This design comes from an exercise in tuning for small area and a short achievable clock period on the open sky130 flow, not from production work. The RTL was checked by simulation tests, not by an equivalence proof against the original design.

==> run H: inputs <==
==> flow/design.v (excerpt) <==
module TempVerilogMultiplier(
    input clk,
    input reset,
    input en,
    input [31:0] in0,
    input [31:0] in1,
    input [31:0] in2,
    input signedOp,
    output [63:0] out0,
    output [63:0] out0Pre
    );
  reg [31:0] xr;
  reg xs;
  reg [33:0] x3r;
  reg bneg0;
  reg bm1_0;
  reg bm3_0;
  reg bm2_0;
  reg bm4_0;
  reg bneg1;
  reg bm1_1;
  reg bm3_1;
  reg bm2_1;
  reg bm4_1;
  reg bneg2;
  reg bm1_2;
  reg bm3_2;
  reg bm2_2;
  reg bm4_2;
  reg bneg3;
  reg bm1_3;
  reg bm3_3;
  reg bm2_3;
  reg bm4_3;
  reg bneg4;
  reg bm1_4;
  reg bm3_4;
  reg bm2_4;
  reg bm4_4;
  reg bneg5;
  reg bm1_5;
  reg bm3_5;
  reg bm2_5;
  reg bm4_5;
  reg bneg6;
  reg bm1_6;
  reg bm3_6;
  reg bm2_6;
  reg bm4_6;
  reg bneg7;
  reg bm1_7;
  reg bm3_7;
  reg bm2_7;
  reg bm4_7;
  reg bneg8;
  reg bm1_8;
  reg bm3_8;
  reg bm2_8;
  reg bm4_8;
  reg bneg9;
  reg bm1_9;
  reg bm3_9;
  reg bm2_9;
  reg bm4_9;
  reg bneg10;
  reg bm1_10;
  reg bm3_10;
  reg bm2_10;
  reg bm4_10;
  reg plo0;
  reg plo1;
  reg plo2;
  reg plo3;
  reg plo4;
  reg plo5;
  reg plo6;
  reg rp0;
  reg rg0;
  reg rp1;
  reg rg1;
  reg rp2;
  reg rg2;
  reg rp3;
  reg rg3;
  reg rp4;
  reg rg4;
  reg rp5;
  reg rg5;
  reg rp6;
  reg rg6;
  reg rp7;
  reg rg7;
  reg rp8;
  reg rg8;
  reg rp9;
  reg rg9;
  reg rp10;
  reg rg10;
  reg rp11;
  reg rg11;
  reg rp12;
  reg rg12;
  reg rp13;
  reg rg13;
  reg rp14;
  reg rg14;
  reg rp15;
  reg rg15;
  reg rp16;
  reg rg16;
  reg rp17;
  reg rg17;
  reg rp18;
  reg rg18;
  reg rp19;
  reg rg19;
  reg rp20;
  reg rg20;
  reg rp21;
  reg rg21;
  reg rp22;
  reg rg22;
  reg rp23;
  reg rg23;
  reg rp24;
  reg rg24;
  reg rp25;
  reg rg25;
  reg rp26;
  reg rg26;
  reg rp27;
  reg rg27;
  reg rp28;
  reg rg28;
  reg rp29;
  reg rg29;
  reg rp30;
  reg rg30;
  reg rp31;
  reg rg31;
  reg rp32;
  reg rg32;
  reg rp33;
  reg rg33;
  reg rp34;
  reg rg34;
  ...
clock: 5.6 ns
lec_check: 0
cap_margin: 20
core_margin: 2
core_utilization: 40
cts_cluster_diameter: 150
cts_cluster_size: 30
setup_slack_margin: 1.2
slew_margin: 20
standard.sh (not shown) runs the stock make flow with config.mk's settings and CLKGATE_MAP_FILE= SYNTH_SCRIPT=/design/flow/synth_recipe.tcl, a recipe that flattens the netlist after the stock synthesis.
==> flow/flow/run.sh <==
#!/bin/bash
# Own layout flow: the standard ORFS flow with two changes:
#  - synthesis runs Yosys's synth with -noabc (in addition to -nofsm -noshare), so the
#    carry-save adder cells written in the RTL reach extract_fa as written (no inverters
#    between full adders); the final ABC mapping of the remaining logic is unchanged.
#  - port buffers are plain sky130_fd_sc_hd__buf_1 cells instead of the default choice.
set -euo pipefail
HERE=$(pwd)
sed 's/yosys synth -nofsm -noshare/yosys synth -nofsm -noshare -noabc/' synth_recipe.tcl > my_synth.tcl
EXTRA=()
if [[ -f flow/extra_make_args ]]; then
  while IFS= read -r line; do [[ -n "$line" ]] && EXTRA+=("$line"); done < flow/extra_make_args
fi
bash standard.sh SYNTH_SCRIPT="$HERE/my_synth.tcl" \
  "BUFFER_PORTS_ARGS=-buffer_cell sky130_fd_sc_hd__buf_1" "${EXTRA[@]}" finish > standard_flow.log 2>&1
==> run P: changes against run H <==
--- a/flow/config.mk
+++ b/flow/config.mk
@@ -10,5 +10,5 @@
 export CORE_UTILIZATION = 40
 export CTS_CLUSTER_DIAMETER = 150
 export CTS_CLUSTER_SIZE = 30
-export SETUP_SLACK_MARGIN = 1.2
+export SETUP_SLACK_MARGIN = 0.8
 export SLEW_MARGIN = 20
==> run G: changes against run H <==
--- a/flow/config.mk
+++ b/flow/config.mk
@@ -10,5 +10,5 @@
 export CORE_UTILIZATION = 40
 export CTS_CLUSTER_DIAMETER = 150
 export CTS_CLUSTER_SIZE = 30
-export SETUP_SLACK_MARGIN = 1.2
+export SETUP_SLACK_MARGIN = 1.0
 export SLEW_MARGIN = 20
==> run Y: changes against run H <==
--- a/flow/config.mk
+++ b/flow/config.mk
@@ -8,7 +8,5 @@
 export CAP_MARGIN = 20
 export CORE_MARGIN = 2
 export CORE_UTILIZATION = 40
-export CTS_CLUSTER_DIAMETER = 150
-export CTS_CLUSTER_SIZE = 30
 export SETUP_SLACK_MARGIN = 1.2
 export SLEW_MARGIN = 20
==> flow_summary.yaml <==
outcome:
  status: "timing/DRC/antenna clean"
detailed_routing:
  wl_mm: 103
  drt_iter0_markers: 2876
timing:
  min_period_ns: 4.43
  fin_skew_ns: 0.0282
clock_tree:
  clkTransAtPathRegs_ns: 0.11
placement:
  post-place-ws_ns: 0.683
finish:
  multi_input_area_share: 0.664
  nClkBuffers: 16
  nNonClkBuffers: 424
critical_path:
  arrival_ns: 3.31
  worstPathRequired_ns: 4.48
  reg2reg_from: "bm3_3"
Source of the figures above: run H

==> flow_summary.yaml <==
outcome:
  status: "timing/DRC/antenna clean"
placement:
  post-place-ws_ns: 0.726
detailed_routing:
  drt_iter0_markers: 2968
  wl_mm: 104
clock_tree:
  clkTransAtPathRegs_ns: 0.11
timing:
  min_period_ns: 4.58
  fin_skew_ns: 0.0216
finish:
  multi_input_area_share: 0.669
  nNonClkBuffers: 381
  nClkBuffers: 15
critical_path:
  worstPathRequired_ns: 6.07
Source of the figures above: run G

==> flow_summary.yaml <==
critical_path:
  reg2reg_from: "x3r[20]"
  arrival_ns: 5.22
  worstPathRequired_ns: 6.07
placement:
  post-place-ws_ns: 0.726
detailed_routing:
  wl_mm: 103
  drt_iter0_markers: 2788
clock_tree:
  clkTransAtPathRegs_ns: 0.11
outcome:
  status: "timing/DRC/antenna clean"
timing:
  fin_skew_ns: 0.0267
finish:
  antenna_cells: 0
  nNonClkBuffers: 371
  nClkBuffers: 15
  multi_input_area_share: 0.670
Source of the figures above: run P

==> flow_summary.yaml <==
finish:
  multi_input_area_share: 0.647
  nNonClkBuffers: 430
critical_path:
  arrival_ns: 4.81
  reg2reg_from: "bm3_3"
  worstPathRequired_ns: 6.03
timing:
  fin_skew_ns: 0.0342
placement:
  post-place-ws_ns: 0.683
detailed_routing:
  wl_mm: 104
  drt_iter0_markers: 2826
outcome:
  status: "timing/DRC/antenna clean"
Source of the figures above: run Y

afterwards: timing with drivers on the ports:
In the flow no input, the clock included, has a driving cell. The finished layouts below were timed again as built, in two steps.
Step 1 (the two cells are an assumption about what drives the block):
set clk [get_ports {clk}]
set_driving_cell -lib_cell sky130_fd_sc_hd__clkbuf_16 $clk
set_driving_cell -lib_cell sky130_fd_sc_hd__buf_2 [delete_from_list [all_inputs] $clk]
Step 2 moves the port delays by t, midway between the first and last clock arrival at a register: inputs arrive t later, outputs are due t later. That takes back most of the time a late clock gives input paths.
Slacks: ideal ports / drivers / drivers and shift; pairs: ideal ports / drivers.
run | t, ns | setup WS [ns] | hold WS [ns] | slew at the worst register clock pin (ns) | worst data-port slew with drivers (ns)
run H | 0.610 | 1.166 / 1.108 / 1.090 | 0.358 / 0.358 / 0.358 | 0.12 / 0.12 | 0.08
run P | 0.621 | 0.852 / 0.852 / 0.852 | 0.347 / 0.347 / 0.347 | 0.11 / 0.11 | 0.07
run G | 0.613 | 1.025 / 1.025 / 1.025 | 0.346 / 0.346 / 0.346 | 0.11 / 0.11 | 0.07
run Y | 0.619 | 1.226 / 1.159 / 1.061 | 0.343 / 0.343 / 0.343 | 0.06 / 0.06 | 0.09
After both steps every run listed still meets setup and hold. For run Y, which loses most, drivers alone change the setup slack by -0.067 ns; drivers and shift together by -0.165 ns.
